What follows belongs to an exercise in optimizing a design on an open flow for small area and a short achievable clock period; a production flow would make more cautious choices. Only simulation tests tie the RTL to the original design; equivalence was not proved. Power is estimated from default activity; no workload was simulated.

**flow/run.sh**
```bash
#!/bin/bash
# The standard layout, with:
# - ORFS synthesis run through flow/my_synth.tcl, which is synth_recipe.tcl
#   with Yosys's abc pass given flow/abc.script and the full-adder
#   extraction limited to full adders in module fir_v;
# - a tighter setup target for timing repair;
# - small port buffers;
# - a clock tree of small buffers without dummy loads.
# make's output goes to make.log.
set -euo pipefail
export MY_ABC_SCRIPT="$PWD/flow/abc.script"
export MY_EXTRACT_FA="-fa fir_v"
bash standard.sh \
  "SYNTH_SCRIPT=$PWD/flow/my_synth.tcl" \
  SETUP_SLACK_MARGIN=8.4 \
  "BUFFER_PORTS_ARGS=-buffer_cell sky130_fd_sc_hd__buf_2" \
  "CTS_ARGS=-sink_clustering_enable -repair_clock_nets -dont_use_dummy_load -buf_list {sky130_fd_sc_hd__clkbuf_8} -sink_clustering_size 20 -sink_clustering_max_diameter 50" \
  finish > make.log 2>&1
```
**flow/abc.script**
```
&get -n
&st
&dch
&nf -R 1000
&put
topo
stime -c
```
**flow/my_synth.tcl**
```tcl
proc synth {args} { yosys synth -nofsm -noshare {*}$args }
proc abc {args} {
  set i [lsearch -exact $args -script]
  if {$i >= 0 && [info exists ::env(MY_ABC_SCRIPT)]} { lset args [expr {$i + 1}] $::env(MY_ABC_SCRIPT) }
  yosys abc {*}$args
}
proc extract_fa {args} {
  if {[info exists ::env(MY_EXTRACT_FA)]} { set args $::env(MY_EXTRACT_FA) }
  yosys extract_fa {*}$args
}
source $::env(SCRIPTS_DIR)/synth.tcl
# left out here: clear keep_hierarchy, flatten, clean up, hide names made inside functions, write 1_2_yosys.v
```
**standard.sh**
```bash
#!/bin/bash
# synth_recipe.tcl (not shown) runs the flow's synth.tcl, then flattens the netlist and writes it again
# the make line also repeats each setting of config.mk as NAME=value (left out here)
make -C /OpenROAD-flow-scripts/flow DESIGN_CONFIG=/design/flow/config.mk WORK_HOME=/design/flow/orfs CLKGATE_MAP_FILE= SYNTH_SCRIPT=/design/flow/synth_recipe.tcl "${@:-finish}"
```
**config.mk**
```make
export PLATFORM = sky130hd
export DESIGN_NAME = fir_16tap
export DESIGN_NICKNAME = fir_16tap
export VERILOG_FILES = /design/flow/design.v
export SDC_FILE = /design/flow/constraint.sdc
export NUM_CORES = 4
export LEC_CHECK = 0
export CAP_MARGIN = 20
export CORE_MARGIN = 2
export CORE_UTILIZATION = 65
export GPL_TIMING_DRIVEN = 1
export SLEW_MARGIN = 20
export SYNTH_HIERARCHICAL = 1
```
**constraint.sdc**
```tcl
create_clock -name core_clock -period 12.5 [get_ports {clk}]
set_input_delay 2.5000 -clock core_clock [delete_from_list [all_inputs] [get_ports {clk}]]
set_output_delay 2.5000 -clock core_clock [all_outputs]
set_load 0.01 [all_outputs]
```
**design.v**
```verilog
module fir_16tap (
	input  wire               clk,
	input  wire               rst,
	input  wire signed [15:0] xin,
	output wire signed [35:0] yout
);
reg  [15:0] d [1:14];            
reg  [15:0] m;                   
reg  [22:0] y;
reg  [22:0] v;
reg  [3:0]  cnt;                 
wire        mv = &cnt[3:1];      
wire [15:0] mn = mv ? {~d[14][15], d[14][14:0]} : 16'h8000;
wire [15:0] xf = {~xin[15], xin[14:0]};
wire [22:0] y_n, v_n;
wire [22:0] p = {y[21:0], 1'b0} ^ v;    
wire [22:0] g = {y[21:0], 1'b0} & v;
fir_v u_v (.y(y), .m(m), .mn(mn), .s(v_n));
fir_y u_y (.p(p), .g(g), .xf(xf), .s(y_n));
integer k;
always @(posedge clk) begin
	d[1] <= xin;
	for (k = 2; k <= 14; k = k + 1)
		d[k] <= d[k-1];
end
always @(posedge clk) begin
	if (rst) begin
		cnt <= 4'd0;
		m   <= 16'h8000;
		y   <= 23'd0;
		v   <= 23'h7f8000;
	end else begin
		if (!(&cnt))
			cnt <= cnt + 4'd1;
		m   <= mn;
		y   <= y_n;
		v   <= v_n;
	end
end
assign yout = {{13{y[22]}}, y};
endmodule
module fir_v (
	input  wire [22:0] y,
	input  wire [15:0] m,
	input  wire [15:0] mn,
	output wire [22:0] s
);
wire s1 = ~m[1] ^ ~y[1] ^ 1'b1;
wire c2 = (~m[1] & ~y[1]) | (~m[1] & 1'b1) | (~y[1] & 1'b1);
wire s3 = m[0] ^ ~m[4] ^ ~y[4];
wire c4 = (m[0] & ~m[4]) | (m[0] & ~y[4]) | (~m[4] & ~y[4]);
wire s5 = m[1] ^ ~m[5] ^ ~y[5];
wire c6 = (m[1] & ~m[5]) | (m[1] & ~y[5]) | (~m[5] & ~y[5]);
wire s7 = m[2] ^ ~m[6] ^ ~y[6];
wire c8 = (m[2] & ~m[6]) | (m[2] & ~y[6]) | (~m[6] & ~y[6]);
wire s9 = m[3] ^ ~m[7] ^ ~y[7];
wire c10 = (m[3] & ~m[7]) | (m[3] & ~y[7]) | (~m[7] & ~y[7]);
wire s11 = m[4] ^ ~m[8] ^ ~y[8];
wire c12 = (m[4] & ~m[8]) | (m[4] & ~y[8]) | (~m[8] & ~y[8]);
wire s13 = m[5] ^ ~m[9] ^ ~y[9];
wire c14 = (m[5] & ~m[9]) | (m[5] & ~y[9]) | (~m[9] & ~y[9]);
wire s15 = m[6] ^ ~m[10] ^ ~y[10];
wire c16 = (m[6] & ~m[10]) | (m[6] & ~y[10]) | (~m[10] & ~y[10]);
wire s17 = m[7] ^ ~m[11] ^ ~y[11];
wire c18 = (m[7] & ~m[11]) | (m[7] & ~y[11]) | (~m[11] & ~y[11]);
wire s19 = m[8] ^ ~m[12] ^ ~y[12];
wire c20 = (m[8] & ~m[12]) | (m[8] & ~y[12]) | (~m[12] & ~y[12]);
wire s21 = m[9] ^ ~m[13] ^ ~y[13];
wire c22 = (m[9] & ~m[13]) | (m[9] & ~y[13]) | (~m[13] & ~y[13]);
wire s23 = m[10] ^ ~m[14] ^ ~y[14];
wire c24 = (m[10] & ~m[14]) | (m[10] & ~y[14]) | (~m[14] & ~y[14]);
wire s25 = m[11] ^ ~m[15] ^ ~y[15];
wire c26 = (m[11] & ~m[15]) | (m[11] & ~y[15]) | (~m[15] & ~y[15]);
wire s27 = m[12] ^ ~y[16] ^ ~mn[12];
wire c28 = (m[12] & ~y[16]) | (m[12] & ~mn[12]) | (~y[16] & ~mn[12]);
wire s29 = m[13] ^ ~y[17] ^ ~mn[13];
wire c30 = (m[13] & ~y[17]) | (m[13] & ~mn[13]) | (~y[17] & ~mn[13]);
wire s31 = m[14] ^ ~y[18] ^ ~mn[14];
wire c32 = (m[14] & ~y[18]) | (m[14] & ~mn[14]) | (~y[18] & ~mn[14]);
wire s33 = m[15] ^ ~y[19] ^ ~mn[15];
wire c34 = (m[15] & ~y[19]) | (m[15] & ~mn[15]) | (~y[19] & ~mn[15]);
wire s35 = c2 ^ ~m[2] ^ ~y[2];
wire c36 = (c2 & ~m[2]) | (c2 & ~y[2]) | (~m[2] & ~y[2]);
wire s37 = s3 ^ ~mn[0] ^ 1'b1;
wire c38 = (s3 & ~mn[0]) | (s3 & 1'b1) | (~mn[0] & 1'b1);
wire s39 = c4 ^ s5 ^ ~mn[1];
wire c40 = (c4 & s5) | (c4 & ~mn[1]) | (s5 & ~mn[1]);
wire s41 = c6 ^ s7 ^ ~mn[2];
wire c42 = (c6 & s7) | (c6 & ~mn[2]) | (s7 & ~mn[2]);
wire s43 = c8 ^ s9 ^ ~mn[3];
wire c44 = (c8 & s9) | (c8 & ~mn[3]) | (s9 & ~mn[3]);
wire s45 = c10 ^ s11 ^ ~mn[4];
wire c46 = (c10 & s11) | (c10 & ~mn[4]) | (s11 & ~mn[4]);
wire s47 = c12 ^ s13 ^ ~mn[5];
wire c48 = (c12 & s13) | (c12 & ~mn[5]) | (s13 & ~mn[5]);
wire s49 = c14 ^ s15 ^ ~mn[6];
wire c50 = (c14 & s15) | (c14 & ~mn[6]) | (s15 & ~mn[6]);
wire s51 = c16 ^ s17 ^ ~mn[7];
wire c52 = (c16 & s17) | (c16 & ~mn[7]) | (s17 & ~mn[7]);
wire s53 = c18 ^ s19 ^ ~mn[8];
wire c54 = (c18 & s19) | (c18 & ~mn[8]) | (s19 & ~mn[8]);
wire s55 = c20 ^ s21 ^ ~mn[9];
wire c56 = (c20 & s21) | (c20 & ~mn[9]) | (s21 & ~mn[9]);
wire s57 = c22 ^ s23 ^ ~mn[10];
wire c58 = (c22 & s23) | (c22 & ~mn[10]) | (s23 & ~mn[10]);
wire s59 = c24 ^ s25 ^ ~mn[11];
wire c60 = (c24 & s25) | (c24 & ~mn[11]) | (s25 & ~mn[11]);
wire s61 = c26 ^ s27 ^ 1'b1;
wire c62 = (c26 & s27) | (c26 & 1'b1) | (s27 & 1'b1);
wire s63 = c28 ^ s29 ^ 1'b1;
wire c64 = (c28 & s29) | (c28 & 1'b1) | (s29 & 1'b1);
wire s65 = c30 ^ s31 ^ 1'b1;
wire c66 = (c30 & s31) | (c30 & 1'b1) | (s31 & 1'b1);
wire s67 = c32 ^ s33 ^ 1'b1;
wire c68 = (c32 & s33) | (c32 & 1'b1) | (s33 & 1'b1);
wire s69 = c36 ^ ~m[3] ^ ~y[3];
wire c70 = (c36 & ~m[3]) | (c36 & ~y[3]) | (~m[3] & ~y[3]);
wire s71 = c68 ^ c34 ^ ~y[20];
wire c72 = (c68 & c34) | (c68 & ~y[20]) | (c34 & ~y[20]);
wire s73 = c72 ^ ~y[21] ^ 1'b1;
wire c74 = (c72 & ~y[21]) | (c72 & 1'b1) | (~y[21] & 1'b1);
wire s75 = c74 ^ ~y[22] ^ 1'b1;
wire vp76 = ~m[0] ^ ~y[0];
wire vg77 = ~m[0] & ~y[0];
wire vp78 = c70 ^ s37;
wire vg79 = c70 & s37;
wire vp80 = c38 ^ s39;
wire vg81 = c38 & s39;
wire vp82 = c40 ^ s41;
wire vg83 = c40 & s41;
wire vp84 = c42 ^ s43;
wire vg85 = c42 & s43;
wire vp86 = c44 ^ s45;
wire vg87 = c44 & s45;
wire vp88 = c46 ^ s47;
wire vg89 = c46 & s47;
wire vp90 = c48 ^ s49;
wire vg91 = c48 & s49;
wire vp92 = c50 ^ s51;
wire vg93 = c50 & s51;
wire vp94 = c52 ^ s53;
wire vg95 = c52 & s53;
wire vp96 = c54 ^ s55;
wire vg97 = c54 & s55;
wire vp98 = c56 ^ s57;
wire vg99 = c56 & s57;
wire vp100 = c58 ^ s59;
wire vg101 = c58 & s59;
wire vp102 = c60 ^ s61;
wire vg103 = c60 & s61;
wire vp104 = c62 ^ s63;
wire vg105 = c62 & s63;
wire vp106 = c64 ^ s65;
wire vg107 = c64 & s65;
wire vp108 = c66 ^ s67;
wire vg109 = c66 & s67;
wire [22:0] vsum110 = {s75,s73,s71,c66,c64,c62,c60,c58,c56,c54,c52,c50,c48,c46,c44,c42,c40,c38,c70,s69,s35,s1,~m[0]} + {1'b0,1'b0,1'b0,s67,s65,s63,s61,s59,s57,s55,s53,s51,s49,s47,s45,s43,s41,s39,s37,1'b0,1'b0,1'b0,~y[0]};
assign s = {vsum110[22],vsum110[21],vsum110[20],vsum110[19],vsum110[18],vsum110[17],vsum110[16],vsum110[15],vsum110[14],vsum110[13],vsum110[12],vsum110[11],vsum110[10],vsum110[9],vsum110[8],vsum110[7],vsum110[6],vsum110[5],vsum110[4],vsum110[3],vsum110[2],vsum110[1],vsum110[0]};
endmodule
module fir_y (
	input  wire [22:0] p,
	input  wire [22:0] g,
	input  wire [15:0] xf,
	output wire [22:0] s
);
wire q1 = p[0] ^ xf[0];
wire k2 = g[0] | (p[0] & xf[0]);
wire q3 = p[1] ^ xf[1];
wire k4 = g[1] | (p[1] & xf[1]);
wire q5 = p[2] ^ xf[2];
wire k6 = g[2] | (p[2] & xf[2]);
wire q7 = p[3] ^ xf[3];
wire k8 = g[3] | (p[3] & xf[3]);
wire q9 = p[4] ^ xf[4];
wire k10 = g[4] | (p[4] & xf[4]);
wire q11 = p[5] ^ xf[5];
wire k12 = g[5] | (p[5] & xf[5]);
wire q13 = p[6] ^ xf[6];
wire k14 = g[6] | (p[6] & xf[6]);
wire q15 = p[7] ^ xf[7];
wire k16 = g[7] | (p[7] & xf[7]);
wire q17 = p[8] ^ xf[8];
wire k18 = g[8] | (p[8] & xf[8]);
wire q19 = p[9] ^ xf[9];
wire k20 = g[9] | (p[9] & xf[9]);
wire q21 = p[10] ^ xf[10];
wire k22 = g[10] | (p[10] & xf[10]);
wire q23 = p[11] ^ xf[11];
wire k24 = g[11] | (p[11] & xf[11]);
wire q25 = p[12] ^ xf[12];
wire k26 = g[12] | (p[12] & xf[12]);
wire q27 = p[13] ^ xf[13];
wire k28 = g[13] | (p[13] & xf[13]);
wire q29 = p[14] ^ xf[14];
wire k30 = g[14] | (p[14] & xf[14]);
wire q31 = p[15] ^ xf[15];
wire k32 = g[15] | (p[15] & xf[15]);
wire yp33 = k2 ^ q3;
wire yg34 = k2 & q3;
wire yp35 = k4 ^ q5;
wire yg36 = k4 & q5;
wire yp37 = k6 ^ q7;
wire yg38 = k6 & q7;
wire yp39 = k8 ^ q9;
wire yg40 = k8 & q9;
wire yp41 = k10 ^ q11;
wire yg42 = k10 & q11;
wire yp43 = k12 ^ q13;
wire yg44 = k12 & q13;
wire yp45 = k14 ^ q15;
wire yg46 = k14 & q15;
wire yp47 = k16 ^ q17;
wire yg48 = k16 & q17;
wire yp49 = k18 ^ q19;
wire yg50 = k18 & q19;
wire yp51 = k20 ^ q21;
wire yg52 = k20 & q21;
wire yp53 = k22 ^ q23;
wire yg54 = k22 & q23;
wire yp55 = k24 ^ q25;
wire yg56 = k24 & q25;
wire yp57 = k26 ^ q27;
wire yg58 = k26 & q27;
wire yp59 = k28 ^ q29;
wire yg60 = k28 & q29;
wire yp61 = k30 ^ q31;
wire yg62 = k30 & q31;
wire yp63 = k32 ^ p[16];
wire yg64 = k32 & p[16];
wire yp65 = g[16] ^ p[17];
wire yg66 = g[16] & p[17];
wire yp67 = g[17] ^ p[18];
wire yg68 = g[17] & p[18];
wire yp69 = g[18] ^ p[19];
wire yg70 = g[18] & p[19];
wire yp71 = g[19] ^ p[20];
wire yg72 = g[19] & p[20];
wire yp73 = g[20] ^ p[21];
wire yg74 = g[20] & p[21];
wire yp75 = g[21] ^ p[22];
wire yg76 = g[21] & p[22];
wire [22:0] ysum77 = {g[21],g[20],g[19],g[18],g[17],g[16],k32,k30,k28,k26,k24,k22,k20,k18,k16,k14,k12,k10,k8,k6,k4,k2,q1} + {p[22],p[21],p[20],p[19],p[18],p[17],p[16],q31,q29,q27,q25,q23,q21,q19,q17,q15,q13,q11,q9,q7,q5,q3,1'b0};
assign s = {ysum77[22],ysum77[21],ysum77[20],ysum77[19],ysum77[18],ysum77[17],ysum77[16],ysum77[15],ysum77[14],ysum77[13],ysum77[12],ysum77[11],ysum77[10],ysum77[9],ysum77[8],ysum77[7],ysum77[6],ysum77[5],ysum77[4],ysum77[3],ysum77[2],ysum77[1],ysum77[0]};
endmodule
```
==> results of run 1 <==
-- worst max path at each step --
| stage | startpoint | slack, ps | to | cells after the start |
|---|---|---|---|---|
| after global routing | xin[10] | 8360 | y[15] | 9 |
| after global placement | xin[14] | 7970 | y[19] | 10 |
| final | xin[3] | 8480 | y[16] | 11 |
| after CTS | cnt[1] | 8520 | v[22] | 16 |
| after floorplan | xin[6] | 8400 | y[16] | 10 |
| after detailed placement | xin[2] | 7920 | y[22] | 12 |
-- cell families after synthesis --
family          share of synthesized area [%]
simple gates                             14.7
flops                                    60.2
compound gates                           6.65
xor+xnor                                 9.26
buf+inv                                  2.88
fa+ha+maj                                6.33
other cells                            0.0389
-- what timing repair did --
item | in CTS | in global routing
setup endpoints to repair | 0 | 11
gates resized for setup | 0 | 9
hold buffers | 0 | 0
-- cells in the final DEF (no fill, tap or decap), types with 2 or more instances in the layout --
| master | netlist | layout |
|---|---|---|
| a21boi_0 | 3 | 3 |
| a21o_1 | 5 | 5 |
| a21oi_1 | 54 | 46 |
| a21oi_2 | 0 | 7 |
| a31oi_1 | 5 | 5 |
| and2_0 | 40 | 38 |
| and2_4 | 0 | 2 |
| and3_1 | 3 | 2 |
| buf_2 | 0 | 53 |
| clkbuf_8 | 0 | 22 |
| clkinv_1 | 46 | 46 |
| dfxtp_1 | 290 | 290 |
| fa_1 | 30 | 30 |
| nand2_1 | 52 | 51 |
| nand2b_1 | 3 | 3 |
| nand3_1 | 14 | 14 |
| nand4_1 | 2 | 2 |
| nor2_1 | 99 | 95 |
| nor2_2 | 0 | 3 |
| nor2b_1 | 59 | 57 |
| nor2b_4 | 0 | 2 |
| nor3_1 | 7 | 6 |
| o21a_1 | 4 | 4 |
| o21ai_0 | 34 | 30 |
| o21ai_1 | 0 | 3 |
| o31ai_1 | 3 | 3 |
| o41ai_2 | 0 | 2 |
| or2_0 | 9 | 9 |
| xnor2_1 | 65 | 61 |
| xnor2_2 | 0 | 3 |
| xor2_1 | 37 | 31 |
| xor2_2 | 0 | 6 |
-- through the flow --
stage               instances  cell area [um2]  power [mW]
CTS                      1136            10500        3.11
global placement         1114            10200        2.66
finish                   1136            10500        3.13
detailed placement       1114            10200        2.68
global route             1136            10500        3.36
floorplan                 890             9800        2.36
-- power groups by stage --
stage          Clock (mW)  Sequential (mW)  Combinational (mW)
2_1_floorplan           0             1.11                1.25
3_3_place_gp            0             1.12                1.55
3_5_place_dp            0             1.12                1.56
4_1_cts             0.430             1.10                1.58
5_1_grt             0.459             1.11                1.79
6_report            0.418             1.10                1.61
-- final cells by class --
type / count / area [um2]
clock buffer: 22 / 303
fill: 987 / 3990
inverter: 46 / 173
multi-input combinational: 540 / 3760
sequential: 290 / 5810
tap: 184 / 230
timing repair buffer: 54 / 273
-- modules after synthesis (local to each module, per instance) --
module / cells / copies in the design / flops+latches / cell area (um2)
fir_16tap: 460 / 1 / 290 / 6760
fir_v: 230 / 1 / 0 / 1700
fir_y: 200 / 1 / 0 / 1200
-- registers in the layout, indices dropped and copies added (netlist names) --
name  count
d       224
v        23
y        23
m        16
cnt       4
-- routing by layer --
metal / up-vias / share of wire [%]
met3: 44 / 4.8
li1: 2928 / -
met4: 0 / 3.4
met2: 178 / 47
met5: - / 0
met1: 2776 / 45
==> flow_metrics.env, run 1 <==
export IMPL_status="finished clean"
export IMPL_skew_ps=54.9
export IMPL_grt_busiest_layer="met2"
export IMPL_setup_viol=0
export IMPL_die_area_mm2=0.0158
export IMPL_power_frac_clock_pct=13.3
export IMPL_yosysUniqueCellTypes=34
export IMPL_wl_um=18600
export IMPL_htree_levels=1
export IMPL_clkSinkCount=290
export IMPL_drv_cap=0
export IMPL_synth_top_area_share_pct=60.2
export IMPL_cpPeakStageDelay_ps=330
export IMPL_p_int_mw=1.86
export IMPL_syn_instance_count=890
export IMPL_cts_buffers=22
export IMPL_met2_usage_pct=39.5
export IMPL_min_path_cells=0
export IMPL_worst_r2r_path_depth=12
export IMPL_nNetsFinal=1002
export IMPL_cts_setup_buffers=0
export IMPL_critical_path_class="in -> reg"
export IMPL_io_buffers=53
export IMPL_pwr_share_comb_pct=51.4
export IMPL_dr_total_vias=5926
export IMPL_swShare_pct=40.6
export IMPL_critical_path_required_ps=12910
export IMPL_worst_slack_ps=8480
export IMPL_hold_viol_final=0
export IMPL_die_width_um=126
export IMPL_grt_pass1_vias=6008
export IMPL_path_cells="buf_2, a21oi_1, xnor2_1, nand2_1, nor2_1, a21oi_2, nor3_1, nor2_2, o31ai_1, xor2_1, nor2b_1"
export IMPL_clkLatencyLatePin_ps=540
export IMPL_vias_per_cell=5.22
export IMPL_grt_antenna_before_repair=0
export IMPL_core_mm2=0.0145
export IMPL_worstHoldEndpoint="d[5][3]"
export IMPL_drtAntennaViolNets=0
export IMPL_seq_power_share_pct=35.2
export IMPL_wl_per_cell_um=16.3
export IMPL_final_max_slew_violation_count=0
export IMPL_period_minus_slack_ps=4020
export IMPL_r2r_setup_slack_ps=8700
export IMPL_grt_use_met3_pct=4.16
export IMPL_place_ws_ps=7920
export IMPL_fmax_mhz=249
export IMPL_relSlewSlack_pct=49.9
export IMPL_syn_num_nets=938
export IMPL_min_path_type="reg -> reg"
export IMPL_fp_dieH_um=126
export IMPL_hold_start="d[4][3]"
export IMPL_drc_errors=0
export IMPL_start_util_pct=66.4
export IMPL_firstDrtPassIters=5
export IMPL_p_per_area_mw_per_mm2=297
export IMPL_post_route_period_util_pct=32.2
export IMPL_setup_tns_ps=0
export IMPL_r2r_end="v[19]"
export IMPL_num_rows=44
export IMPL_synthMostInstantiatedCell="dfxtp_1"
export IMPL_yosys_warnings=8
export IMPL_synth_seq_cells=290
export IMPL_whs_ps=288
export IMPL_yosysTopAreaCell="dfxtp_1"
export IMPL_syn_to_final_growth_pct=9.26
export IMPL_grt_util_all_layers_pct=23.8
export IMPL_end_kind="flip-flop"
export IMPL_vdd_ir_drop_worst_uv=173
export IMPL_grt_overflow=0
export IMPL_synth_seq_area_share_pct=60.2
export IMPL_cpMaxStageDelayCell="a21oi_1"
export IMPL_synth_area_leaders="dfxtp_1 (60%), fa_1 (6.2%), xnor2_1 (5.9%)"
export IMPL_ys_flop_type="dfxtp_1"
export IMPL_p_sw_mw=1.27
export IMPL_rsz0062_at_grt="yes"
export IMPL_first_iter_violations=285
export IMPL_tightest_slew_ps=751
export IMPL_synthTopCellsByCount="dfxtp_1 (290), nor2_1 (99), xnor2_1 (65)"
export IMPL_grt_max_degree=67
export IMPL_async_flop_share_pct=0
export IMPL_cp_start_kind="input pin"
export IMPL_ctsRootBufferMaster="clkbuf_8"
export IMPL_cts_clk_slew_worst_paths_ps=110
export IMPL_r2r_start="m[1]"
export IMPL_dp_hpwl_um=13500
export IMPL_clock_path_buffers=3
export IMPL_crit_family="simple AND/OR/NAND/NOR gates"
export IMPL_crit_buf_inv=1
export IMPL_ioPinCount=54
export IMPL_synth_edf_count=0
export IMPL_gp_congestion=0.888
export IMPL_fin_util_pct=72.6
export IMPL_arrival_ps=4430
export IMPL_met1_usage_pct=31.8
export IMPL_grt_pass1_wl_um=30000
export IMPL_diodes=0
export IMPL_crit_fanout=3
export IMPL_cts_tree="yes"
export IMPL_leakage_nw=4.22
export IMPL_syn_avg_cell_area_um2=10.8
export IMPL_drive_above_1_share_pct=11.3
export IMPL_netlist_area_mm2=0.00965
==> run 2, diff against run 1 <==
--- a/config.mk
+++ b/config.mk
@@ -8,6 +8,6 @@
 export CAP_MARGIN = 20
 export CORE_MARGIN = 2
 export CORE_UTILIZATION = 65
-export GPL_TIMING_DRIVEN = 1
 export SLEW_MARGIN = 20
 export SYNTH_HIERARCHICAL = 1
+export TNS_END_PERCENT = 10
==> flow_metrics.env, run 2 <==
export IMPL_hold_start="d[12][5]"
export IMPL_regMostFlops="d"
export IMPL_n_fill_cell=972
export IMPL_wl_per_cell_um=17.2
export IMPL_ctsRootBufferMaster="clkbuf_8"
export IMPL_dpl_instance_area_mm2=0.0102
export IMPL_clock_path_buffers=3
export IMPL_grt_pass1_vias=6253
export IMPL_syn_to_final_growth_pct=9.66
export IMPL_clkLatencyLatePin_ps=550
export IMPL_post_route_period_util_pct=32.8
export IMPL_critical_path_required_ps=12850
export IMPL_syn_avg_cell_area_um2=10.8
export IMPL_status="finished clean"
export IMPL_end_kind="flip-flop"
export IMPL_p_int_mw=1.88
export IMPL_diodes=0
export IMPL_start_util_pct=66.4
export IMPL_synth_top_area_share_pct=60.2
export IMPL_p_per_area_mw_per_mm2=300
export IMPL_synth_seq_area_share_pct=60.2
export IMPL_design_area_mm2=0.0106
export IMPL_swShare_pct=40.8
export IMPL_most_common_layout_cells="dfxtp_1 (290), nor2_1 (95), xnor2_1 (60)"
export IMPL_yosysTopAreaCell="dfxtp_1"
export IMPL_first_iter_violations=389
export IMPL_netlist_area_mm2=0.00965
export IMPL_leakage_nw=4.24
export IMPL_top_regs="d x224, v x23, y x23"
export IMPL_largest_register_ffs=224
export IMPL_p_sw_mw=1.29
export IMPL_setup_viol=0
export IMPL_synth_area_leaders="dfxtp_1 (60%), fa_1 (6.2%), xnor2_1 (5.9%)"
export IMPL_tightest_slew_ps=758
export IMPL_grt_antenna_before_repair=0
export IMPL_cp_startpoint="xin[2]"
export IMPL_place_ws_ps=7760
export IMPL_skew_ps=61.5
export IMPL_nNetsFinal=1005
export IMPL_layout_commonest_cell="dfxtp_1"
export IMPL_vdd_ir_drop_worst_uv=166
export IMPL_pwr_share_comb_pct=51.7
export IMPL_async_flop_share_pct=0
export IMPL_hold_viol_final=0
export IMPL_final_max_slew_violation_count=0
export IMPL_core_mm2=0.0145
export IMPL_gp_congestion=0.902
export IMPL_cts_tree="yes"
export IMPL_drtAntennaViolNets=0
export IMPL_crit_fanout=4
export IMPL_dr_total_vias=5959
export IMPL_seqCellArea_mm2=0.00581
export IMPL_fp_dieH_um=126
export IMPL_io_buffers=53
export IMPL_cts_clk_slew_worst_paths_ps=110
export IMPL_arrival_ps=4450
export IMPL_total_power_mw=3.17
export IMPL_ys_flop_type="dfxtp_1"
export IMPL_cpPeakStageDelay_ps=300
export IMPL_grt_overflow=0
export IMPL_seq_power_share_pct=34.6
export IMPL_period_minus_slack_ps=4100
export IMPL_fmax_mhz=244
export IMPL_syn_instance_count=890
export IMPL_power_frac_clock_pct=13.7
export IMPL_relSlewSlack_pct=49.5
export IMPL_synth_seq_cells=290
export IMPL_synth_edf_count=0
export IMPL_ioPinCount=54
export IMPL_vias_per_cell=5.23
export IMPL_drc_errors=0
export IMPL_dp_hpwl_um=14400
export IMPL_grt_pass1_wl_um=31900
export IMPL_cpMaxStageDelayCell="a21oi_1"
export IMPL_min_path_type="reg -> reg"
export IMPL_synthMostInstantiatedCell="dfxtp_1"
export IMPL_whs_ps=284
export IMPL_grt_max_degree=67
export IMPL_multiInputGateArea_mm2=0.00376
export IMPL_wl_um=19500
export IMPL_syn_num_nets=938
export IMPL_setup_tns_ps=0
export IMPL_rsz0062_at_grt="yes"
export IMPL_r2r_start="cnt[1]"
export IMPL_drive_above_1_share_pct=11.6
export IMPL_num_rows=44
export IMPL_worst_slack_ps=8400
export IMPL_htree_levels=1
export IMPL_critical_path_class="in -> reg"
export IMPL_r2r_setup_slack_ps=8610
export IMPL_die_width_um=126
export IMPL_firstDrtPassIters=5
export IMPL_cts_buffers=24
export IMPL_grt_util_all_layers_pct=25.3
export IMPL_die_area_mm2=0.0158
export IMPL_clkSinkCount=290
export IMPL_yosysUniqueCellTypes=34
export IMPL_path_cells="buf_2, a21oi_1, xor2_2, nand3_1, nand2_2, a21oi_2, nor3_1, nor2_2, o31ai_1, xor2_1, nor2b_1"
export IMPL_yosys_warnings=8
export IMPL_drv_cap=0
export IMPL_synthTopCellsByCount="dfxtp_1 (290), nor2_1 (99), xnor2_1 (65)"
export IMPL_cp_start_kind="input pin"
## run 2: path summary, 6_finish.rpt
check	to	depth (start not counted)
max reg2reg	v[22]	17
min	d[13][5]	0
max	y[16]	11
min reg2reg	d[13][5]	0
## run 2: timing repair
action | CTS | global route
buffers inserted | 0 | 1
resized for setup | 1 | 13
hold buffers | 0 | 0
pin swaps | 0 | 2
endpoints found under the setup margin | 7 | 11
endpoints found under the hold margin | 0 | 0
## run 2: area by class of cell
cell class,count,share of cell area (%)
Sequential cell,290,54.9
Multi-Input combinational cell,540,35.6
Clock buffer,24,3.12
Timing Repair Buffer,55,2.65
Tap cell,184,2.18
Inverter,46,1.63
## run 2: worst max-delay path: cells and delay by family
kind            cells  cell delay, ps
buf+inv             1             140
xor+xnor            2             360
simple gates        5             750
compound gates      3             680
## run 2: cells by family after synthesis
logic type	after synthesis	synth area share (%)
and+or+nand+nor	291	14.7
DFF	290	60.2
AOI/OAI and AO/OA	115	6.65
xor gates and xnor gates	102	9.26
buffers and inverters	60	2.88
adders and majority gates	31	6.33
other	1	0.0389
## run 2: routing by layer
layer / share of wire [%] / track usage, %
met4: 3.2 / 8.60
met3: 4.5 / 3.82
met1: 44 / 33.5
met2: 48 / 43.1
met5: 0 / 0
## run 2: through the flow
step / util (%) / cells
global route: 72.8 / 1139
detailed placement: 70.1 / 1114
floorplan: - / 890
CTS: 72.3 / 1138
finish: 72.8 / 1139
global placement: 70.1 / 1114
## run 2: power groups by stage
stage / sequential (mW) / combinational, mW / clock (mW)
after floorplan: 1.11 / 1.25 / 0
after global placement: 1.11 / 1.57 / 0
after detailed placement: 1.12 / 1.58 / 0
after CTS: 1.10 / 1.60 / 0.444
after global routing: 1.11 / 1.82 / 0.477
final: 1.10 / 1.64 / 0.433
## run 2: Yosys stat by module, one instance, submodules excluded
module	cells inside	times used	flops+latches	area, um2
fir_16tap	460	1	290	6760
fir_y	200	1	0	1200
fir_v	230	1	0	1700
==> run 3, diff against run 2 <==
==> flow/abc.script (replaced) <==
&get -n
&st
&dch
&nf
&put
topo
stime -c
--- a/config.mk
+++ b/config.mk
@@ -10,4 +10,3 @@
 export CORE_UTILIZATION = 65
 export SLEW_MARGIN = 20
 export SYNTH_HIERARCHICAL = 1
-export TNS_END_PERCENT = 10
==> flow_metrics.env, run 3 <==
export IMPL_core_mm2=0.0150
export IMPL_power_frac_clock_pct=13.0
export IMPL_vias_per_cell=5.24
export IMPL_r2r_start="cnt[1]"
export IMPL_crit_fanout=6
export IMPL_die_area_mm2=0.0162
export IMPL_stdcell_count=1172
export IMPL_largest_register_ffs=224
export IMPL_cp_startpoint="xin[5]"
export IMPL_fmax_mhz=246
export IMPL_grt_max_degree=67
export IMPL_dp_cells=1143
export IMPL_worst_slack_ps=8430
export IMPL_ctsRootBufferMaster="clkbuf_8"
export IMPL_yosys_warnings=8
export IMPL_synth_edf_count=0
export IMPL_fin_util_pct=72.9
export IMPL_cts_buffers=24
export IMPL_num_rows=45
export IMPL_syn_instance_count=915
export IMPL_p_per_area_mw_per_mm2=302
export IMPL_async_flop_share_pct=0
export IMPL_rsz0062_at_grt="yes"
export IMPL_dr_total_vias=6141
export IMPL_top_regs="d x224, v x23, y x23"
export IMPL_drc_errors=0
export IMPL_grt_pass1_vias=6068
export IMPL_layout_commonest_cell="dfxtp_1"
export IMPL_drv_cap=0
export IMPL_critical_path_class="in -> reg"
export IMPL_grt_overflow=0
export IMPL_post_route_period_util_pct=32.6
export IMPL_wl_met1_um=8860
export IMPL_tightest_slew_ps=811
export IMPL_cp_start_kind="input pin"
export IMPL_cts_tree="yes"
export IMPL_die_width_um=127
export IMPL_grt_util_all_layers_pct=23.7
export IMPL_firstDrtPassIters=5
export IMPL_hold_viol_final=0
export IMPL_design_area_mm2=0.0110
export IMPL_relSlewSlack_pct=45.8
export IMPL_clkLatencyLatePin_ps=540
export IMPL_clkSinkCount=290
export IMPL_syn_num_nets=963
export IMPL_period_minus_slack_ps=4070
export IMPL_synthTopCellsByCount="dfxtp_1 (290), nor2_1 (104), xnor2_1 (67)"
export IMPL_start_util_pct=65.9
export IMPL_dp_hpwl_um=14200
export IMPL_synthMostInstantiatedCell="dfxtp_1"
export IMPL_total_power_mw=3.31
export IMPL_synth_seq_cells=290
export IMPL_setup_tns_ps=0
export IMPL_clock_path_buffers=3
export IMPL_hold_start="d[6][10]"
export IMPL_dpl_instance_area_mm2=0.0105
export IMPL_wl_um=19000
export IMPL_most_common_layout_cells="dfxtp_1 (290), nor2_1 (104), xnor2_1 (57)"
export IMPL_whs_ps=288
export IMPL_nNetsFinal=1034
export IMPL_wl_per_cell_um=16.2
export IMPL_syn_to_final_growth_pct=10.7
export IMPL_min_path_type="reg -> reg"
export IMPL_grt_pass1_wl_um=30300
export IMPL_status="finished clean"
export IMPL_yosysUniqueCellTypes=39
export IMPL_first_iter_violations=375
export IMPL_n_fill_cell=1067
export IMPL_drive_above_1_share_pct=12.6
export IMPL_regMostFlops="d"
export IMPL_p_sw_mw=1.37
export IMPL_synth_top_area_share_pct=58.6
export IMPL_route_met3_wl_um=1040
export IMPL_drtAntennaViolNets=0
export IMPL_leakage_nw=4.30
export IMPL_cts_hold_buffers=0
export IMPL_netlist_area_mm2=0.00990
export IMPL_end_kind="flip-flop"
export IMPL_ys_flop_type="dfxtp_1"
export IMPL_io_buffers=53
export IMPL_fp_dieH_um=127
export IMPL_synth_seq_area_share_pct=58.6
export IMPL_swShare_pct=41.3
export IMPL_highest_layer="met4"
export IMPL_cts_clk_slew_worst_paths_ps=100
export IMPL_arrival_ps=4430
export IMPL_diodes=0
export IMPL_seq_power_share_pct=33.3
export IMPL_pwr_share_comb_pct=53.6
export IMPL_gp_congestion=0.914
export IMPL_vdd_ir_drop_worst_uv=194
export IMPL_skew_ps=70.0
export IMPL_p_int_mw=1.95
export IMPL_place_ws_ps=7890
export IMPL_yosysTopAreaCell="dfxtp_1"
export IMPL_htree_levels=1
export IMPL_syn_avg_cell_area_um2=10.8
export IMPL_met2WireLength_um=8660
export IMPL_setup_viol=0
export IMPL_synth_area_leaders="dfxtp_1 (59%), fa_1 (6.1%), xnor2_1 (5.9%)"
export IMPL_final_max_slew_violation_count=0
export IMPL_ioPinCount=54
export IMPL_critical_path_required_ps=12860
export IMPL_grt_antenna_before_repair=0
[run 3: final cells by class]
cell class	count	area [um2]	share of cell area (%)
clock buffer	24	330	3.01
inverter	45	169	1.54
multi-input combinational	566	4110	37.5
sequential	290	5810	53.0
tap	188	235	2.15
timing repair buffer	59	310	2.83
[run 3: timing repair]
item,4_1_cts,5_1_grt
resized for setup,0,12
setup buffers,0,5
setup endpoints to repair,0,8
[run 3: path summary, 6_finish.rpt]
path / endpoint / slack [ps] / cells past startpoint
worst max-delay path: y[19] / 8430 / 9
worst min-delay path: d[7][10] / 290 / 0
worst max register to register: v[22] / 8680 / 12
worst min register to register: d[7][10] / 290 / 0
[run 3: cells by family (layout without fill, tap and decap cells)]
logic type | count (synthesis) | count (layout) | share of synthesized area [%]
flops | 290 | 290 | 58.6
compound gates | 126 | 126 | 7.46
fa+ha+maj | 31 | 31 | 6.17
simple gates | 301 | 301 | 15.2
other cells | 1 | 1 | 0.0379
buf+inv | 59 | 128 | 2.77
xor+xnor | 107 | 107 | 9.74
[run 3: power groups by stage]
stage / clock network, mW / logic, mW / registers, mW
final: 0.432 / 1.78 / 1.10
after detailed placement: 0 / 1.69 / 1.12
after global placement: 0 / 1.69 / 1.12
after global routing: 0.478 / 1.95 / 1.11
after CTS: 0.446 / 1.71 / 1.10
after floorplan: 0 / 1.35 / 1.11
[run 3: modules after synthesis, one instance, submodules excluded]
module / flops+latches / area (um2) / copies in the design / cells
fir_16tap: 290 / 6780 / 1 / 459
fir_y: 0 / 1310 / 1 / 216
fir_v: 0 / 1820 / 1 / 240
[run 3: per-layer routing]
| metal | up-vias | track usage (%) |
|---|---|---|
| met4 | 0 | 6.33 |
| li1 | 3071 | - |
| met3 | 32 | 4.19 |
| met2 | 160 | 37.7 |
| met5 | - | 0 |
| met1 | 2878 | 33.9 |
[run 3: worst max-delay path, cell delays in order]
cell,delay (ps)
buf_2,140
a21oi_2,290
xor2_2,280
nand2_1,150
o221ai_1,320
a21oi_1,220
o41ai_2,310
xnor2_1,90
nor2b_1,130
==> run 4, diff against run 3 <==
==> flow/abc.script (replaced) <==
&get -n
&st
&syn2
&dch
&nf
&put
buffer -c
topo
stime -c
upsize -c
dnsize -c
==> flow_metrics.env, run 4 <==
export IMPL_status="finished clean"
export IMPL_nNetsFinal=1035
export IMPL_syn_to_final_growth_pct=7.10
export IMPL_layout_commonest_cell="dfxtp_1"
export IMPL_gp_congestion=0.927
export IMPL_grt_max_degree=53
export IMPL_stdcell_count=1173
export IMPL_min_path_type="reg -> reg"
export IMPL_synthMostInstantiatedCell="dfxtp_1"
export IMPL_crit_fanout=4
export IMPL_dpl_instance_area_mm2=0.0105
export IMPL_yosysTopAreaCell="dfxtp_1"
export IMPL_path_cells="buf_2, xor2_2, xor2_2, o21a_1, o31ai_4, a31oi_2, o21ai_2, a31oi_1, xor2_1, nor2b_1"
export IMPL_wl_um=19100
export IMPL_yosysUniqueCellTypes=62
export IMPL_cts_setup_buffers=0
export IMPL_synth_seq_cells=290
export IMPL_diodes=0
export IMPL_post_route_period_util_pct=32.0
export IMPL_regMostFlops="d"
export IMPL_num_rows=45
export IMPL_async_flop_share_pct=0
export IMPL_die_width_um=129
export IMPL_fmax_mhz=250
export IMPL_hold_viol_final=0
export IMPL_total_power_mw=3.23
export IMPL_design_area_mm2=0.0109
export IMPL_final_max_slew_violation_count=0
export IMPL_cp_common_cell="xor2_2"
export IMPL_dp_cells=1151
export IMPL_grt_overflow=0
export IMPL_vdd_ir_drop_worst_uv=188
export IMPL_cp_start_kind="input pin"
export IMPL_syn_num_nets=982
export IMPL_synth_area_leaders="dfxtp_1 (57%), fa_1 (5.9%), xor2_1 (4.2%)"
export IMPL_first_iter_violations=427
export IMPL_whs_ps=260
export IMPL_worst_slack_ps=8500
export IMPL_cts_buffers=22
export IMPL_drc_errors=0
export IMPL_io_buffers=53
export IMPL_crit_buf_inv=1
export IMPL_ctsRootBufferMaster="clkbuf_8"
export IMPL_clock_path_buffers=3
export IMPL_clkLatencyLatePin_ps=520
export IMPL_tightest_slew_ps=1000
export IMPL_post_cts_resized=0
export IMPL_cts_clk_slew_worst_paths_ps=100
export IMPL_fp_dieH_um=129
export IMPL_end_kind="flip-flop"
export IMPL_skew_ps=58.0
export IMPL_period_minus_slack_ps=4000
export IMPL_arrival_ps=4380
export IMPL_syn_avg_cell_area_um2=10.9
export IMPL_relSlewSlack_pct=33.2
export IMPL_critical_path_class="in -> reg"
export IMPL_cpPeakStageDelay_ps=300
export IMPL_synthTopCellsByCount="dfxtp_1 (290), nor2_1 (105), nand2_1 (58)"
export IMPL_cts_tree="yes"
export IMPL_top_regs="d x224, v x23, y x23"
export IMPL_ioPinCount=54
export IMPL_drv_cap=0
export IMPL_synth_top_area_share_pct=57.2
export IMPL_most_common_layout_cells="dfxtp_1 (289), nor2_1 (105), nand2_1 (57)"
export IMPL_grt_pass1_vias=6169
export IMPL_ys_flop_type="dfxtp_1"
export IMPL_place_ws_ps=7970
export IMPL_core_mm2=0.0152
export IMPL_yosys_warnings=8
export IMPL_synth_seq_area_share_pct=57.2
export IMPL_cpMaxStageDelayCell="xor2_2"
export IMPL_dr_total_vias=6133
export IMPL_start_util_pct=66.7
export IMPL_cts_hold_buffers=0
export IMPL_critical_path_required_ps=12870
export IMPL_grt_pass1_wl_um=30400
export IMPL_vias_per_cell=5.23
export IMPL_setup_viol=0
export IMPL_rsz0062_at_grt="no"
export IMPL_dp_hpwl_um=14200
export IMPL_die_area_mm2=0.0166
export IMPL_drtAntennaViolNets=0
export IMPL_syn_instance_count=934
export IMPL_grt_util_all_layers_pct=23.4
export IMPL_leakage_nw=4.41
export IMPL_drive_above_1_share_pct=12.7
export IMPL_setup_tns_ps=0
export IMPL_wl_per_cell_um=16.3
export IMPL_grt_antenna_before_repair=0
export IMPL_crit_family="compound AO/OA/AOI/OAI gates"
export IMPL_fin_util_pct=71.5
export IMPL_clkSinkCount=290
export IMPL_htree_levels=1
export IMPL_synth_edf_count=0
export IMPL_netlist_area_mm2=0.0101
export IMPL_firstDrtPassIters=5
export IMPL_largest_register_ffs=224
export IMPL_p_per_area_mw_per_mm2=298
-- run 4: power breakdown --
part	internal, mW	switching, mW
Combinational	0.750	0.972
Sequential	1.03	0.0662
Clock	0.158	0.258
Total	1.94	1.30
-- run 4: layout make-up --
cell class	count	area [um2]
fill	1056	4340
timing repair buffer	53	265
tap	188	235
clock buffer	22	303
multi-input combinational	576	4090
inverter	44	165
sequential	290	5810
-- run 4: Yosys stat by module (local to each module, per instance) --
module     flops+latches  cells inside
fir_v                  0           252
fir_16tap            290           486
fir_y                  0           196
-- run 4: worst paths after layout --
path	cells past startpoint	from	slack (ps)	endpoint
setup reg to reg	12	cnt[1]	8790	v[22]
hold reg to reg	0	d[4][1]	260	d[5][1]
hold / removal	0	d[4][1]	260	d[5][1]
setup / recovery	10	xin[4]	8500	y[21]
-- run 4: layer usage --
layer  GRT usage [%]  share of wire, %  wire (um)
met5               0                 0          0
met4            5.75               2.1        403
met3            4.53               5.1        966
met2            39.0                46       8780
met1            31.7                47       8940
-- run 4: kinds of logic (layout without fill, tap and decap cells) --
kind of cell	after synthesis	in the layout	synth area share [%]
and+or+nand+nor	309	309	15.1
xor gates and xnor gates	104	104	9.72
buffers and inverters	68	119	3.17
adders and majority gates	30	30	5.92
AOI/OAI and AO/OA	132	132	8.81
other	1	1	0.0370
DFF	290	290	57.2
-- run 4: worst register-to-register path: stages (launching register included) --
cell      delay (ps)
dfxtp_1          520
nand2_2          310
nor2_1           220
inv_1             70
fa_1             540
xor2_1           390
and2_1           240
and2_1           200
a221oi_2         100
and4b_1          400
o211ai_1         160
xnor2_1          150
or2_2            270
==> run 5, diff against run 4 <==
==> flow/abc.script (replaced) <==
&get -n
&st
&syn2
&dch
&nf -R 1000
&put
topo
stime -c
==> flow_metrics.env, run 5 <==
export IMPL_r2r_start="m[1]"
export IMPL_yosys_warnings=8
export IMPL_pwr_share_comb_pct=52.1
export IMPL_p_int_mw=1.91
export IMPL_synth_top_area_share_pct=59.8
export IMPL_synth_edf_count=0
export IMPL_nNetsFinal=1050
export IMPL_end_kind="flip-flop"
export IMPL_gp_congestion=0.918
export IMPL_dp_hpwl_um=12900
export IMPL_cp_common_cell="nor2_1"
export IMPL_yosysTopAreaCell="dfxtp_1"
export IMPL_setup_tns_ps=0
export IMPL_worst_r2r_path_depth=15
export IMPL_ys_flop_type="dfxtp_1"
export IMPL_min_path_type="reg -> reg"
export IMPL_crit_fanout=3
export IMPL_fin_util_pct=74.1
export IMPL_grt_max_degree=53
export IMPL_setup_viol=0
export IMPL_synthTopCellsByCount="dfxtp_1 (290), nor2_1 (141), nand2_1 (64)"
export IMPL_wl_um=18700
export IMPL_p_sw_mw=1.26
export IMPL_r2r_end="v[22]"
export IMPL_stdcell_count=1184
export IMPL_grt_antenna_before_repair=0
export IMPL_start_util_pct=66.6
export IMPL_synth_seq_cells=290
export IMPL_num_rows=44
export IMPL_swShare_pct=39.7
export IMPL_first_iter_violations=372
export IMPL_critical_path_required_ps=12840
export IMPL_crit_buf_inv=1
export IMPL_synth_area_leaders="dfxtp_1 (60%), fa_1 (6.2%), nor2_1 (5.4%)"
export IMPL_dp_cells=1146
export IMPL_cts_tree="yes"
export IMPL_path_cells="buf_12, xor2_4, xnor2_2, a21oi_2, nand2b_4, nor2_4, a211oi_2, nand3b_1, nor2_1, nor2_1, or3_1, o211ai_1, a31oi_1, xor2_1, nor2b_1"
export IMPL_layout_commonest_cell="dfxtp_1"
export IMPL_fp_dieH_um=126
export IMPL_synthMostInstantiatedCell="dfxtp_1"
export IMPL_vias_per_cell=5.25
export IMPL_yosysUniqueCellTypes=38
export IMPL_ctsRootBufferMaster="clkbuf_8"
export IMPL_hold_start="d[3][12]"
export IMPL_grt_pass1_wl_um=29300
export IMPL_tightest_slew_ps=893
export IMPL_grt_util_all_layers_pct=22.8
export IMPL_hold_viol_final=0
export IMPL_firstDrtPassIters=6
export IMPL_synth_seq_area_share_pct=59.8
export IMPL_clkLatencyLatePin_ps=560
export IMPL_regMostFlops="d"
export IMPL_relSlewSlack_pct=40.5
export IMPL_seq_power_share_pct=34.7
export IMPL_htree_levels=1
export IMPL_crit_family="simple AND/OR/NAND/NOR gates"
export IMPL_total_power_mw=3.17
export IMPL_drive_above_1_share_pct=13.9
export IMPL_clock_path_buffers=3
export IMPL_io_buffers=53
export IMPL_arrival_ps=4820
export IMPL_largest_register_ffs=224
export IMPL_syn_num_nets=970
export IMPL_grt_overflow=0
export IMPL_most_common_layout_cells="dfxtp_1 (287), nor2_1 (136), nand2_1 (61)"
export IMPL_skew_ps=86.6
export IMPL_critical_path_class="in -> reg"
export IMPL_top_regs="d x224, v x23, y x23"
export IMPL_async_flop_share_pct=0
export IMPL_cts_buffers=22
export IMPL_die_width_um=126
export IMPL_grt_pass1_vias=6134
export IMPL_n_fill_cell=986
export IMPL_diodes=0
export IMPL_period_minus_slack_ps=4490
export IMPL_wl_per_cell_um=15.8
export IMPL_worstHoldEndpoint="d[4][12]"
export IMPL_cpMaxStageDelayCell="or3_1"
export IMPL_vdd_ir_drop_worst_uv=151
export IMPL_ioPinCount=54
export IMPL_r2r_setup_slack_ps=8550
export IMPL_cp_start_kind="input pin"
export IMPL_post_route_period_util_pct=35.9
export IMPL_cpPeakStageDelay_ps=320
export IMPL_leakage_nw=4.29
export IMPL_p_per_area_mw_per_mm2=293
export IMPL_core_mm2=0.0146
export IMPL_dr_total_vias=6220
export IMPL_rsz0062_at_grt="yes"
export IMPL_drc_errors=0
export IMPL_power_frac_clock_pct=13.2
export IMPL_final_max_slew_violation_count=0
export IMPL_cts_hold_buffers=0
export IMPL_syn_avg_cell_area_um2=10.5
export IMPL_netlist_area_mm2=0.00971
export IMPL_status="finished clean"
export IMPL_drtAntennaViolNets=0
export IMPL_syn_to_final_growth_pct=11.3
export IMPL_fmax_mhz=223
export IMPL_clkSinkCount=290
export IMPL_drv_cap=0
export IMPL_min_path_cells=0
export IMPL_cts_clk_slew_worst_paths_ps=90
export IMPL_die_area_mm2=0.0159
export IMPL_syn_instance_count=922
run 5: logic make-up (layout without fill, tap and decap cells):
kind of cell,count (synthesis),in the layout,share of synthesized area [%]
simple gates,334,334,16.0
compound gates,111,111,6.56
other cells,1,1,0.0386
xor+xnor,92,92,8.30
fa+ha+maj,31,31,6.29
flops,290,290,59.8
buf+inv,62,140,2.94
mux,1,1,0.116
run 5: how the worst max path moves through the flow:
stage / depth (start not counted) / end / startpoint / slack (ps)
2_1_floorplan: 14 / y[21] / xin[2] / 7920
3_3_place_gp: 15 / y[21] / xin[2] / 7590
5_1_grt: 15 / y[21] / xin[2] / 7900
6_report: 15 / y[21] / xin[2] / 8010
4_1_cts: 15 / y[21] / xin[2] / 8100
3_5_place_dp: 15 / y[21] / xin[2] / 7520
run 5: power by group through the flow:
| stage | Sequential [mW] | Clock (mW) | Combinational (mW) |
|---|---|---|---|
| finish | 1.10 | 0.418 | 1.65 |
| global placement | 1.11 | 0 | 1.42 |
| floorplan | 1.11 | 0 | 1.16 |
| global route | 1.11 | 0.459 | 1.81 |
| CTS | 1.10 | 0.429 | 1.50 |
| detailed placement | 1.12 | 0 | 1.44 |
run 5: what timing repair did:
| item | CTS | global route |
|---|---|---|
| setup endpoints to repair | 12 | 15 |
| pin swaps | 8 | 24 |
| setup buffers | 4 | 12 |
| resized for setup | 18 | 42 |
run 5: per-layer routing:
layer / routed length [um] / share of wire (%) / track usage (%)
met1: 8320 / 44 / 31.4
met2: 8910 / 48 / 37.3
met3: 993 / 5.3 / 3.95
met4: 522 / 2.8 / 7.24
met5: 0 / 0 / 0
run 5: per-module statistics from Yosys (local to each module, per instance):
module / cells / area (um2) / flops+latches
fir_y: 195 / 1170 / 0
fir_16tap: 478 / 6750 / 290
fir_v: 249 / 1790 / 0
run 5: area by class of cell:
type | instances | area, um2 | share of cell area (%)
tap | 184 | 230 | 2.13
sequential | 290 | 5810 | 53.8
clock buffer | 22 | 303 | 2.80
multi-input combinational | 570 | 3880 | 35.9
inverter | 48 | 180 | 1.67
timing repair buffer | 70 | 408 | 3.77
run 5: through the flow:
step / instance area (um2) / hold slack, ps / setup WS [ps]
2_1_floorplan: 9720 / 310 / 7920
3_3_place_gp: 10100 / 309 / 7590
3_5_place_dp: 10100 / 312 / 7520
4_1_cts: 10500 / 282 / 8100
5_1_grt: 10800 / 283 / 7900
6_report: 10800 / 278 / 8010
==> run 6, diff against run 5 <==
==> flow/abc.script (replaced) <==
&get -n
&st
&dch
&nf -R 1000
&put
topo
stime -c
==> flow_metrics.env, run 6 <==
export IMPL_grt_pass1_wl_um=30000
export IMPL_ys_flop_type="dfxtp_1"
export IMPL_hold_viol_final=0
export IMPL_yosysUniqueCellTypes=34
export IMPL_p_int_mw=1.86
export IMPL_drive_above_1_share_pct=11.3
export IMPL_synth_area_leaders="dfxtp_1 (60%), fa_1 (6.2%), xnor2_1 (5.9%)"
export IMPL_r2r_end="v[19]"
export IMPL_wl_per_cell_um=16.3
export IMPL_arrival_ps=4430
export IMPL_synth_seq_cells=290
export IMPL_synth_seq_area_share_pct=60.2
export IMPL_place_ws_ps=7920
export IMPL_p_per_area_mw_per_mm2=297
export IMPL_rsz0062_at_grt="yes"
export IMPL_async_flop_share_pct=0
export IMPL_cp_startpoint="xin[3]"
export IMPL_setup_tns_ps=0
export IMPL_grt_antenna_before_repair=0
export IMPL_cts_tree="yes"
export IMPL_nNetsFinal=1002
export IMPL_clkSinkCount=290
export IMPL_wl_um=18600
export IMPL_seq_power_share_pct=35.2
export IMPL_cpMaxStageDelayCell="a21oi_1"
export IMPL_num_rows=44
export IMPL_ioPinCount=54
export IMPL_crit_family="simple AND/OR/NAND/NOR gates"
export IMPL_synthTopCellsByCount="dfxtp_1 (290), nor2_1 (99), xnor2_1 (65)"
export IMPL_tightest_slew_ps=751
export IMPL_drc_errors=0
export IMPL_wl_met1_um=8400
export IMPL_most_common_layout_cells="dfxtp_1 (290), nor2_1 (95), xnor2_1 (61)"
export IMPL_clock_path_buffers=3
export IMPL_clkLatencyLatePin_ps=540
export IMPL_p_sw_mw=1.27
export IMPL_die_area_mm2=0.0158
export IMPL_yosysTopAreaCell="dfxtp_1"
export IMPL_yosys_warnings=8
export IMPL_total_power_mw=3.13
export IMPL_cts_hold_buffers=0
export IMPL_setup_viol=0
export IMPL_cpPeakStageDelay_ps=330
export IMPL_top_regs="d x224, v x23, y x23"
export IMPL_leakage_nw=4.22
export IMPL_grt_pass1_vias=6008
export IMPL_period_minus_slack_ps=4020
export IMPL_path_cells="buf_2, a21oi_1, xnor2_1, nand2_1, nor2_1, a21oi_2, nor3_1, nor2_2, o31ai_1, xor2_1, nor2b_1"
export IMPL_regMostFlops="d"
export IMPL_largest_register_ffs=224
export IMPL_io_buffers=53
export IMPL_drtAntennaViolNets=0
export IMPL_relSlewSlack_pct=49.9
export IMPL_worst_slack_ps=8480
export IMPL_dp_hpwl_um=13500
export IMPL_crit_buf_inv=1
export IMPL_r2r_setup_slack_ps=8700
export IMPL_dr_total_vias=5926
export IMPL_cp_start_kind="input pin"
export IMPL_worst_r2r_path_depth=12
export IMPL_synth_top_area_share_pct=60.2
export IMPL_endpoint="y[16]"
export IMPL_post_cts_resized=0
export IMPL_syn_instance_count=890
export IMPL_grt_max_degree=67
export IMPL_critical_path_required_ps=12910
export IMPL_synth_edf_count=0
export IMPL_fp_dieH_um=126
export IMPL_vias_per_cell=5.22
export IMPL_drv_cap=0
export IMPL_start_util_pct=66.4
export IMPL_route_met3_wl_um=888
export IMPL_grt_overflow=0
export IMPL_fmax_mhz=249
export IMPL_final_max_slew_violation_count=0
export IMPL_cts_clk_slew_worst_paths_ps=110
export IMPL_ctsRootBufferMaster="clkbuf_8"
export IMPL_diodes=0
export IMPL_cts_setup_buffers=0
export IMPL_syn_avg_cell_area_um2=10.8
export IMPL_die_width_um=126
export IMPL_syn_num_nets=938
export IMPL_htree_levels=1
export IMPL_skew_ps=54.9
export IMPL_vdd_ir_drop_worst_uv=173
export IMPL_first_iter_violations=285
export IMPL_highest_layer="met4"
export IMPL_post_route_period_util_pct=32.2
export IMPL_layout_commonest_cell="dfxtp_1"
export IMPL_power_frac_clock_pct=13.3
export IMPL_firstDrtPassIters=5
export IMPL_crit_cells=11
export IMPL_synthMostInstantiatedCell="dfxtp_1"
export IMPL_core_mm2=0.0145
export IMPL_netlist_area_mm2=0.00965
export IMPL_min_path_cells=0
export IMPL_status="finished clean"
export IMPL_r2r_start="m[1]"
export IMPL_end_kind="flip-flop"
export IMPL_cts_buffers=22
export IMPL_critical_path_class="in -> reg"
export IMPL_met2WireLength_um=8640
export IMPL_pwr_share_comb_pct=51.4
export IMPL_gp_congestion=0.888
export IMPL_grt_util_all_layers_pct=23.8
export IMPL_min_path_type="reg -> reg"
export IMPL_swShare_pct=40.6
export IMPL_crit_fanout=3
export IMPL_syn_to_final_growth_pct=9.26
==> run 6: worst min path at each step <==
stage,startpoint,endpoint,slack (ps)
after floorplan,d[9][0],d[10][0],310
after global placement,d[5][10],d[6][10],310
after detailed placement,d[9][5],d[10][5],310
after CTS,d[4][3],d[5][3],290
after global routing,d[10][0],d[11][0],290
final,d[4][3],d[5][3],290
==> run 6: logic make-up after synthesis <==
logic type               count (synthesis)  synth area share, %
AO/OA/AOI/OAI                          115                 6.65
XOR/XNOR                               102                 9.26
adder cells (fa/ha/maj)                 31                 6.33
buffers and inverters                   60                 2.88
flip-flops                             290                 60.2
other                                    1               0.0389
AND/OR/NAND/NOR                        291                 14.7
==> run 6: power groups by stage <==
stage          Clock [mW]  Combinational (mW)  Sequential [mW]
5_1_grt             0.459                1.79             1.11
6_report            0.418                1.61             1.10
2_1_floorplan           0                1.25             1.11
4_1_cts             0.430                1.58             1.10
3_3_place_gp            0                1.55             1.12
3_5_place_dp            0                1.56             1.12
==> run 6: stage by stage <==
| step | util [%] | instances | hold WS, ps | area, um2 |
|---|---|---|---|---|
| after floorplan | - | 890 | 310 | 9800 |
| after global placement | 70.2 | 1114 | 310 | 10200 |
| after detailed placement | 70.2 | 1114 | 312 | 10200 |
| after CTS | 72.3 | 1136 | 289 | 10500 |
| after global routing | 72.6 | 1136 | 290 | 10500 |
| final | 72.6 | 1136 | 288 | 10500 |
==> run 6: routing by layer <==
layer	global-route usage, %	up-vias
li1	-	2928
met1	31.8	2776
met2	39.5	178
met3	4.16	44
met4	8.86	0
met5	0	-
==> run 6: area by class of cell <==
| cell class | count | area [um2] |
|---|---|---|
| clock buffers | 22 | 303 |
| fillers | 987 | 3990 |
| repair buffers | 54 | 273 |
| inverters | 46 | 173 |
| multi-input cells | 540 | 3760 |
| well taps | 184 | 230 |
| flip-flops and latches | 290 | 5810 |
==> run 6: modules after synthesis, one instance, submodules excluded <==
module	copies in the design	cell area [um2]
fir_16tap	1	6760
fir_y	1	1200
fir_v	1	1700
==> run 6: worst register-to-register path, delay by kind of cell (launching register included) <==
| family | cells | cell delay [ps] |
|---|---|---|
| flops | 1 | 370 |
| compound gates | 2 | 670 |
| xor+xnor | 2 | 340 |
| simple gates | 6 | 1460 |
| fa+ha+maj | 2 | 830 |
==> run 7, diff against run 6 <==
==> flow/abc.script (replaced) <==
strash
dch
map -a
topo
stime -c
==> flow_metrics.env, run 7 <==
export IMPL_grt_antenna_before_repair=0
export IMPL_htree_levels=1
export IMPL_crit_family="simple AND/OR/NAND/NOR gates"
export IMPL_vdd_ir_drop_worst_uv=173
export IMPL_vias_per_cell=4.76
export IMPL_end_kind="flip-flop"
export IMPL_total_power_mw=3.22
export IMPL_yosysTopAreaCell="dfxtp_1"
export IMPL_drtAntennaViolNets=0
export IMPL_async_flop_share_pct=0
export IMPL_synthTopCellsByCount="dfxtp_1 (290), nor2_1 (265), clkinv_1 (211)"
export IMPL_post_route_period_util_pct=31.8
export IMPL_setup_tns_ps=0
export IMPL_yosysUniqueCellTypes=30
export IMPL_dpl_instance_area_mm2=0.0107
export IMPL_skew_ps=37.9
export IMPL_grt_overflow=0
export IMPL_synthMostInstantiatedCell="dfxtp_1"
export IMPL_cpMaxStageDelayCell="a21oi_1"
export IMPL_cp_start_kind="input pin"
export IMPL_syn_num_nets=1172
export IMPL_grt_util_all_layers_pct=22.4
export IMPL_firstDrtPassIters=5
export IMPL_period_minus_slack_ps=3970
export IMPL_start_util_pct=66.8
export IMPL_path_cells="buf_2, and2_4, nor2_2, nand2_2, inv_4, nor2_4, a21oi_1, inv_2, a21oi_2, o21ai_2, nand3_1, o211ai_1, nand3_1, o2111ai_2, xor2_1, inv_2, nor2_1"
export IMPL_synth_seq_cells=290
export IMPL_fp_dieH_um=129
export IMPL_io_buffers=53
export IMPL_nNetsFinal=1249
export IMPL_crit_buf_inv=4
export IMPL_status="finished clean"
export IMPL_critical_path_required_ps=12880
export IMPL_fmax_mhz=252
export IMPL_netlist_area_mm2=0.0101
export IMPL_critical_path_class="in -> reg"
export IMPL_cts_hold_buffers=0
export IMPL_synth_top_area_share_pct=57.2
export IMPL_wl_um=17900
export IMPL_arrival_ps=4360
export IMPL_synth_area_leaders="dfxtp_1 (57%), nor2_1 (9.8%), clkinv_1 (7.8%)"
export IMPL_dp_cells=1353
export IMPL_synth_seq_area_share_pct=57.2
export IMPL_num_rows=45
export IMPL_relSlewSlack_pct=51.3
export IMPL_most_common_layout_cells="dfxtp_1 (288), nor2_1 (228), clkinv_1 (188)"
export IMPL_dr_total_vias=6599
export IMPL_dp_hpwl_um=13300
export IMPL_cts_buffers=22
export IMPL_cpPeakStageDelay_ps=200
export IMPL_top_regs="d x224, v x23, y x23"
export IMPL_ioPinCount=54
export IMPL_gp_congestion=0.925
export IMPL_min_path_type="reg -> reg"
export IMPL_regMostFlops="d"
export IMPL_grt_pass1_wl_um=29600
export IMPL_n_fill_cell=1117
export IMPL_die_width_um=129
export IMPL_tightest_slew_ps=731
export IMPL_cts_tree="yes"
export IMPL_ctsRootBufferMaster="clkbuf_8"
export IMPL_stdcell_count=1387
export IMPL_diodes=0
export IMPL_final_max_slew_violation_count=0
export IMPL_largest_register_ffs=224
export IMPL_cts_clk_slew_worst_paths_ps=100
export IMPL_setup_viol=0
export IMPL_synth_edf_count=0
export IMPL_core_mm2=0.0152
export IMPL_drive_above_1_share_pct=19.2
export IMPL_drc_errors=0
export IMPL_wl_per_cell_um=12.9
export IMPL_syn_instance_count=1124
export IMPL_syn_avg_cell_area_um2=9.03
export IMPL_drv_cap=0
export IMPL_first_iter_violations=255
export IMPL_leakage_nw=4.76
export IMPL_clkLatencyLatePin_ps=540
export IMPL_grt_max_degree=65
export IMPL_ys_flop_type="dfxtp_1"
export IMPL_p_per_area_mw_per_mm2=286
export IMPL_yosys_warnings=8
export IMPL_syn_to_final_growth_pct=11.0
export IMPL_layout_commonest_cell="dfxtp_1"
export IMPL_grt_pass1_vias=6438
export IMPL_clkSinkCount=290
export IMPL_hold_viol_final=0
export IMPL_crit_fanout=5
export IMPL_design_area_mm2=0.0113
export IMPL_clock_path_buffers=3
export IMPL_die_area_mm2=0.0166
export IMPL_rsz0062_at_grt="yes"
[run 7: logic make-up (layout without fill, tap and decap cells)]
logic type      after synthesis  after routing  share of synthesized area, %
buf+inv                     225            300                          8.84
flops                       290            290                          57.2
compound gates               94             94                          5.17
other cells                   1              1                        0.0370
xor+xnor                     51             51                          4.40
fa+ha+maj                    30             30                          5.92
simple gates                433            433                          18.4
[run 7: Yosys stat by module, one instance, submodules excluded]
module / cells inside / times used / cell area (um2) / flip-flops and latches
fir_v: 303 / 1 / 1860 / 0
fir_y: 307 / 1 / 1460 / 0
fir_16tap: 514 / 1 / 6830 / 290
[run 7: repair_timing]
item                       4_1_cts  5_1_grt
gates resized for setup          0       56
buffers inserted                 0       12
setup endpoints to repair        0       12
[run 7: per-layer routing]
| layer | part of all wire, % | up-vias | GRT usage, % |
|---|---|---|---|
| met1 | 47 | 2953 | 31.2 |
| met2 | 45 | 112 | 36.6 |
| met3 | 5.2 | 40 | 3.33 |
| met4 | 2.8 | 0 | 6.71 |
| li1 | - | 3494 | - |
| met5 | 0 | - | 0 |
[run 7: final cells by class]
class | count | area, um2 | area share (%)
Inverter | 211 | 812 | 7.21
Multi-Input combinational cell | 609 | 3740 | 33.2
Tap cell | 188 | 235 | 2.09
Clock buffer | 22 | 303 | 2.69
Sequential cell | 290 | 5810 | 51.6
Timing Repair Buffer | 67 | 370 | 3.29
[run 7: where the power goes]
group / total, mW / switching, mW / internal [mW]
combinational: 1.71 / 1.05 / 0.657
clock: 0.418 / 0.260 / 0.158
sequential: 1.09 / 0.0618 / 1.03
[run 7: metrics by stage]
step / hold slack (ps) / setup WS, ps / util, %
after floorplan: 310 / 8250 / -
after global placement: 309 / 7870 / 70.7
after detailed placement: 312 / 7850 / 70.7
after CTS: 286 / 8410 / 72.6
after global routing: 284 / 8330 / 74.1
final: 282 / 8530 / 74.1
[run 7: final timing paths]
path / to / slack (ps) / cells past startpoint / from
worst max register to register: v[22] / 8700 / 17 / y[7]
worst max-delay path: y[19] / 8530 / 17 / xin[4]
worst min register to register: d[3][2] / 280 / 0 / d[2][2]
worst min-delay path: d[3][2] / 280 / 0 / d[2][2]

==> static timing again, ports no longer ideal <==
The flow's constraints put no driver on any port. The routed layouts listed below were extracted and timed again, unchanged, in two steps. Step 1 sets driving cells, clkbuf_16 on the clock port and buf_2 on the other inputs (assumed; they add their load-dependent delay and slew). Step 2 times the ports against the registers' clock, not the clock port: input delays grow and output delays shrink by t, the midpoint of the rising clock arrivals with the driver on. Three values: ideal ports, drivers, drivers and shift; two values: the first two.
run	t (ns)	slack for setup (ns)	worst data-port slew with drivers (ns)
run 1	0.556	8.479 / 8.500 / 7.944	0.03
run 2	0.561	8.401 / 8.412 / 7.851	0.05
run 3	0.544	8.428 / 8.437 / 7.893	0.03
run 4	0.545	8.497 / 8.510 / 7.965	0.03
run 5	0.551	8.015 / 8.003 / 7.452	0.06
run 6	0.556	8.479 / 8.500 / 7.944	0.03
run 7	0.561	8.526 / 8.543 / 7.982	0.03
After both steps setup and hold are still met in every run listed. For run 5, which loses most, drivers alone change the setup slack by -0.012 ns; drivers and shift together by -0.563 ns.
